What follows belongs to an exercise in optimizing a design on an open flow for small area; a production flow would make more cautious choices.
Where RTL was checked, it was by simulation tests only, not by an equivalence proof against the original.
No activity file was given, so power comes from the tool's default toggle rates.

==> flow/design.v <==
module OverZero
(
	input  [15:0] datain,
	input  [15:0] zero,
	output        flag
);
	assign flag = (datain > zero);
endmodule
module ADS8688
(
input wire rst_n,
input CLK_50M,
output clk_100,
output reg CS,
output wire SCLK,
output reg SDI,
input SDO,
output reg RST,
output reg [15:0] rddat7,rddat6,rddat5,rddat0,rddat4,rddat3,outRMS,
input [11:0] dataAddr,
input RDdata
);
reg [1:0] ph;
wire spi_rise = (ph == 2'd2);
wire spi_fall = (ph == 2'd1);
always @(posedge CLK_50M or negedge rst_n)
	if (!rst_n)
		ph <= 2'd0;
	else if (ph == 2'd2)
		ph <= 2'd0;
	else
		ph <= ph + 2'd1;
assign SCLK = ~CS & (ph != 2'd2);
reg [6:0] cnt;
reg [3:0] order;
reg [15:0] rddat;
wire frame_end = (cnt > 7'd82);
reg [15:0] cmd;
always @(*)
	case (order)
	4'd0:  cmd = 16'h0B00;
	4'd1:  cmd = 16'h1901;
	4'd2:  cmd = 16'h1701;
	4'd3:  cmd = 16'h1501;
	4'd4:  cmd = 16'h0B01;
	4'd5:  cmd = 16'h1301;
	4'd6:  cmd = 16'h1101;
	4'd7:  cmd = 16'hDC00;
	4'd8:  cmd = 16'hD800;
	4'd9:  cmd = 16'hD400;
	4'd10: cmd = 16'hC000;
	4'd11: cmd = 16'hD000;
	4'd12: cmd = 16'hCC00;
	default: cmd = 16'hCC00;
	endcase
always @(posedge CLK_50M or negedge rst_n)
	if (!rst_n) begin
		cnt <= 7'd0;
		CS <= 1'b0;
		RST <= 1'b0;
		order <= 4'd0;
		SDI <= 1'b0;
	end else if (spi_rise) begin
		RST <= 1'b1;
		if (frame_end) begin
			CS <= 1'b1;
			cnt <= 7'd40;
			order <= (order == 4'd12) ? 4'd7 : order + 4'd1;
		end else begin
			CS <= (cnt < 7'd50);
			cnt <= cnt + 7'd1;
		end
		if (cnt >= 7'd50 && cnt <= 7'd65)
			SDI <= cmd[4'd15 - cnt[3:0] + 4'd2];
	end
always @(posedge CLK_50M)
	if (spi_fall && order > 4'd6 && cnt >= 7'd67 && cnt <= 7'd82)
		rddat <= {rddat[14:0], SDO};
always @(posedge CLK_50M or negedge rst_n)
	if (!rst_n) begin
		rddat7 <= 16'd0;
		rddat6 <= 16'd0;
		rddat5 <= 16'd0;
		rddat0 <= 16'd0;
		rddat4 <= 16'd0;
		rddat3 <= 16'd0;
	end else if (spi_rise && frame_end) begin
		if (order == 4'd7)  rddat3 <= rddat;
		if (order == 4'd8)  rddat7 <= rddat;
		if (order == 4'd9)  rddat6 <= rddat;
		if (order == 4'd10) rddat5 <= rddat;
		if (order == 4'd11) rddat0 <= rddat;
		if (order == 4'd12) rddat4 <= rddat;
	end
OverZero OverZero_inst
(
	.datain(rddat6),
	.zero(16'd32768),
	.flag(clk_100)
);
reg cs_d;
always @(posedge CLK_50M or negedge rst_n)
	if (!rst_n)
		cs_d <= 1'b0;
	else
		cs_d <= CS;
wire evt = CS & ~cs_d;
reg r1, r2;
reg [15:0] cnt50;
reg [15:0] max_cnt;
reg pvalid;       
reg accp;         
reg zf;           
wire latch = r1 & ~r2 & (cnt50 > 16'd100);
always @(posedge CLK_50M or negedge rst_n)
	if (!rst_n) begin
		r1 <= 1'b0;
		r2 <= 1'b0;
		cnt50 <= 16'd0;
		pvalid <= 1'b0;
		accp <= 1'b0;
	end else if (evt) begin
		r1 <= clk_100;
		r2 <= r1;
		cnt50 <= latch ? 16'd0 : cnt50 + 16'd1;
		accp <= ~latch;
		if (latch)
			pvalid <= 1'b1;
	end
wire t0 = (cnt[1:0] == 2'd0) && (ph == 2'd0);
wire win = (cnt >= 7'd44) && (cnt <= 7'd67);
wire [2:0] p = cnt[4:2] - 3'd3;    
wire win_end = (cnt == 7'd67) && (ph == 2'd2);
always @(posedge CLK_50M or negedge rst_n)
	if (!rst_n)
		zf <= 1'b1;
	else if (evt && latch)
		zf <= 1'b1;
	else if (win_end && accp)
		zf <= 1'b0;
reg [47:0] ring7, ring6, ring5, ring0, ring4, ring3;
reg [47:0] Power_7, Power_6, Power_5, Power_0, Power_4, Power_3;
reg [15:0] x;
reg [3:0] rsel;
always @(*)
	case (p)
	3'd0: begin x = rddat7; rsel = ring7[3:0]; end
	3'd1: begin x = rddat6; rsel = ring6[3:0]; end
	3'd2: begin x = rddat5; rsel = ring5[3:0]; end
	3'd3: begin x = rddat0; rsel = ring0[3:0]; end
	3'd4: begin x = rddat4; rsel = ring4[3:0]; end
	default: begin x = rddat3; rsel = ring3[3:0]; end
	endcase
wire c = ~x[15];
wire [14:0] v = x[14:0] ^ {15{c}};
reg [3:0] m;
always @(*)
	case ({cnt[1:0], ph})
	4'b0000: m = v[3:0];
	4'b0001: m = v[7:4];
	4'b0010: m = v[11:8];
	4'b0100: m = {1'b0, v[14:12]};
	default: m = 4'd0;
	endcase
reg [15:0] acc;
wire [15:0] acc_in = t0 ? (c ? {v, 1'b1} : 16'd0) : acc;
wire [19:0] pp0 = {5'd0, v & {15{m[0]}}};
wire [19:0] pp1 = {4'd0, v & {15{m[1]}}, 1'b0};
wire [19:0] pp2 = {3'd0, v & {15{m[2]}}, 2'b0};
wire [19:0] pp3 = {2'd0, v & {15{m[3]}}, 3'b0};
wire [19:0] a0 = {4'd0, acc_in};
wire [19:0] s1 = a0 ^ pp0 ^ pp1;
wire [19:0] c1 = {(a0[18:0] & pp0[18:0]) | (a0[18:0] & pp1[18:0]) | (pp0[18:0] & pp1[18:0]), 1'b0};
wire [19:0] s2 = s1 ^ c1 ^ pp2;
wire [19:0] c2 = {(s1[18:0] & c1[18:0]) | (s1[18:0] & pp2[18:0]) | (c1[18:0] & pp2[18:0]), 1'b0};
wire [19:0] s3 = s2 ^ c2 ^ pp3;
wire [19:0] c3 = {(s2[18:0] & c2[18:0]) | (s2[18:0] & pp3[18:0]) | (c2[18:0] & pp3[18:0]), 1'b0};
wire [19:0] s = s3 + c3;
genvar gi;
always @(posedge CLK_50M)
	acc <= s[19:4];
reg cy;
wire [3:0] rb = zf ? 4'd0 : rsel;
wire [4:0] dc;
wire [4:0] sum;
assign dc[0] = t0 ? 1'b0 : cy;
generate
	for (gi = 0; gi < 4; gi = gi + 1) begin : g_dig
		assign sum[gi] = rb[gi] ^ s[gi] ^ dc[gi];
		assign dc[gi+1] = (rb[gi] & s[gi]) | (rb[gi] & dc[gi]) | (s[gi] & dc[gi]);
	end
endgenerate
assign sum[4] = dc[4];
always @(posedge CLK_50M)
	cy <= sum[4];
wire act = win & accp;
always @(posedge CLK_50M) begin
	ring7 <= {(act && p == 3'd0) ? sum[3:0] : ring7[3:0], ring7[47:4]};
	ring6 <= {(act && p == 3'd1) ? sum[3:0] : ring6[3:0], ring6[47:4]};
	ring5 <= {(act && p == 3'd2) ? sum[3:0] : ring5[3:0], ring5[47:4]};
	ring0 <= {(act && p == 3'd3) ? sum[3:0] : ring0[3:0], ring0[47:4]};
	ring4 <= {(act && p == 3'd4) ? sum[3:0] : ring4[3:0], ring4[47:4]};
	ring3 <= {(act && p == 3'd5) ? sum[3:0] : ring3[3:0], ring3[47:4]};
end
always @(posedge CLK_50M)
	if (evt && latch) begin
		Power_7 <= ring7;
		Power_6 <= ring6;
		Power_5 <= ring5;
		Power_0 <= ring0;
		Power_4 <= ring4;
		Power_3 <= ring3;
		max_cnt <= cnt50;
	end
always @(posedge CLK_50M or negedge rst_n)
	if (!rst_n)
		outRMS <= 16'd0;
	else if (RDdata) begin
		if (!pvalid)
			outRMS <= 16'd0;
		else
			case (dataAddr[7:0])
			8'd0:  outRMS <= Power_7[47:32];
			8'd1:  outRMS <= Power_7[31:16];
			8'd2:  outRMS <= Power_7[15:0];
			8'd3:  outRMS <= Power_6[47:32];
			8'd4:  outRMS <= Power_6[31:16];
			8'd5:  outRMS <= Power_6[15:0];
			8'd6:  outRMS <= Power_5[47:32];
			8'd7:  outRMS <= Power_5[31:16];
			8'd8:  outRMS <= Power_5[15:0];
			8'd9:  outRMS <= Power_0[47:32];
			8'd10: outRMS <= Power_0[31:16];
			8'd11: outRMS <= Power_0[15:0];
			8'd12: outRMS <= Power_4[47:32];
			8'd13: outRMS <= Power_4[31:16];
			8'd14: outRMS <= Power_4[15:0];
			8'd15: outRMS <= Power_3[47:32];
			8'd16: outRMS <= Power_3[31:16];
			8'd17: outRMS <= Power_3[15:0];
			8'd18: outRMS <= max_cnt;
			default: outRMS <= 16'd0;
			endcase
	end
endmodule
clock: 10.0 ns
lec_check: 0
cap_margin: 20
core_margin: 2
core_utilization: 78
cts_buf_list: sky130_fd_sc_hd__clkbuf_8
cts_cluster_diameter: 55
cts_cluster_size: 18
place_density: 0.85
slew_margin: 20
standard.sh (not shown) runs the stock make flow with config.mk's settings and CLKGATE_MAP_FILE= SYNTH_SCRIPT=/design/flow/synth_recipe.tcl, a recipe that flattens the netlist after the stock synthesis.
==> flow/flow/run.sh <==
#!/bin/bash
# The standard layout (standard.sh), changed in three ways:
#  - synthesis maps the logic with an area-oriented ABC script (flow/area.abc)
#    instead of ORFS's speed script; everything else in synthesis is the standard flow's own
#    synth_recipe.tcl, so the registers are the standard synthesis's;
#  - port buffers are sky130_fd_sc_hd__buf_1 (every port still gets one);
#  - CTS inserts no dummy loads.
# make's output goes to flow.log; ORFS writes each step's log under orfs/logs.
set -euo pipefail
W=$PWD
F=$W/flow
{
  echo "set ::area_abc_script $F/area.abc"
  echo "source $F/abc_proc.tcl"
  cat "$W/synth_recipe.tcl"
} > "$W/area_synth.tcl"
sed -e "s#SYNTH_SCRIPT=[^ ]*#SYNTH_SCRIPT=$W/area_synth.tcl#" "$W/standard.sh" > "$W/area_standard.sh"
grep -q "SYNTH_SCRIPT=$W/area_synth.tcl" "$W/area_standard.sh"
export BUFFER_PORTS_ARGS="-buffer_cell sky130_fd_sc_hd__buf_1"
export CTS_ARGS="-sink_clustering_enable -repair_clock_nets -sink_clustering_size 18 -sink_clustering_max_diameter 55 -buf_list sky130_fd_sc_hd__clkbuf_8 -dont_use_dummy_load"
bash "$W/area_standard.sh" > "$W/flow.log" 2>&1
==> flow/flow/abc_proc.tcl <==
# Point yosys's abc call at the area-oriented script; all other arguments stay.
proc abc {args} {
  set i [lsearch -exact $args -script]
  if {$i >= 0} { lset args [expr {$i + 1}] $::area_abc_script }
  yosys abc {*}$args
}
==> flow/flow/area.abc <==
&get -n
&st
&dch -f
&nf -p -a -R 1000
&put
topo
Rerun with:
--- a/flow/design.v
+++ b/flow/design.v
@@ -164,5 +164,7 @@
 	endcase
 reg [15:0] acc;
+reg [4:1] dq;
 wire [15:0] acc_in = t0 ? (c ? {v, 1'b1} : 16'd0) : acc;
+wire [4:0] dq_in = t0 ? 5'd0 : {1'b0, dq};
 wire [19:0] pp0 = {5'd0, v & {15{m[0]}}};
 wire [19:0] pp1 = {4'd0, v & {15{m[1]}}, 1'b0};
@@ -176,8 +178,19 @@
 wire [19:0] s3 = s2 ^ c2 ^ pp3;
 wire [19:0] c3 = {(s2[18:0] & c2[18:0]) | (s2[18:0] & pp3[18:0]) | (c2[18:0] & pp3[18:0]), 1'b0};
-wire [19:0] s = s3 + c3;
+wire [19:0] s;
+wire [20:0] rc;
 genvar gi;
-always @(posedge CLK_50M)
+generate
+	for (gi = 0; gi < 20; gi = gi + 1) begin : g_cpa
+		wire cin = (gi % 4 == 0) ? dq_in[gi / 4] : rc[gi];
+		assign s[gi] = s3[gi] ^ c3[gi] ^ cin;
+		assign rc[gi+1] = (s3[gi] & c3[gi]) | (s3[gi] & cin) | (c3[gi] & cin);
+	end
+endgenerate
+assign rc[0] = 1'b0;
+always @(posedge CLK_50M) begin
 	acc <= s[19:4];
+	dq <= {rc[16], rc[12], rc[8], rc[4]};
+end
 reg cy;
 wire [3:0] rb = zf ? 4'd0 : rsel;
Result: The changed run finished with timing, DRC and antenna clean. Hold slack gets better by 0.067 ns. Global-route usage drops by 3.3 points. Setup slack is better by 0.66 ns. Area after synthesis falls slightly. Final area hardly moves. Sequential cell count goes up by 4. Register-to-register slack gets better by 0.66 ns. Core utilization falls by 0.14 points. Non-clock buffer count grows by 5. Power shrinks slightly. Via count drops by a few percent. Cell count drops slightly. Die area drops slightly. First-iteration DRC count grows by a few percent.
For the first run of this note, only the layout was checked, not whether the RTL still works.

-- re-timing with driven ports --
How much do the figures lean on ideal ports? The routed layouts below were timed once more, with nothing changed but the port constraints.
Step 1 sets driving cells, clkbuf_16 on the clock port and buf_2 on the other inputs (assumed; they add their load-dependent delay and slew).
Step 2 also shifts input and output timing later by t, the mid clock arrival at the registers, as if the neighbouring blocks saw the same clock.
Slacks: ideal ports / drivers / drivers and shift; pairs: ideal ports / drivers.
run | t (ns) | setup slack, ns | worst slew at a driven data input, ns | pins driven straight from the clock port
the first run | 0.682 | 1.689 / 1.689 / 1.689 | 0.03 | 1
the second run | 0.676 | 2.345 / 2.345 / 2.345 | 0.04 | 1
After both steps setup and hold are still met in every run listed.
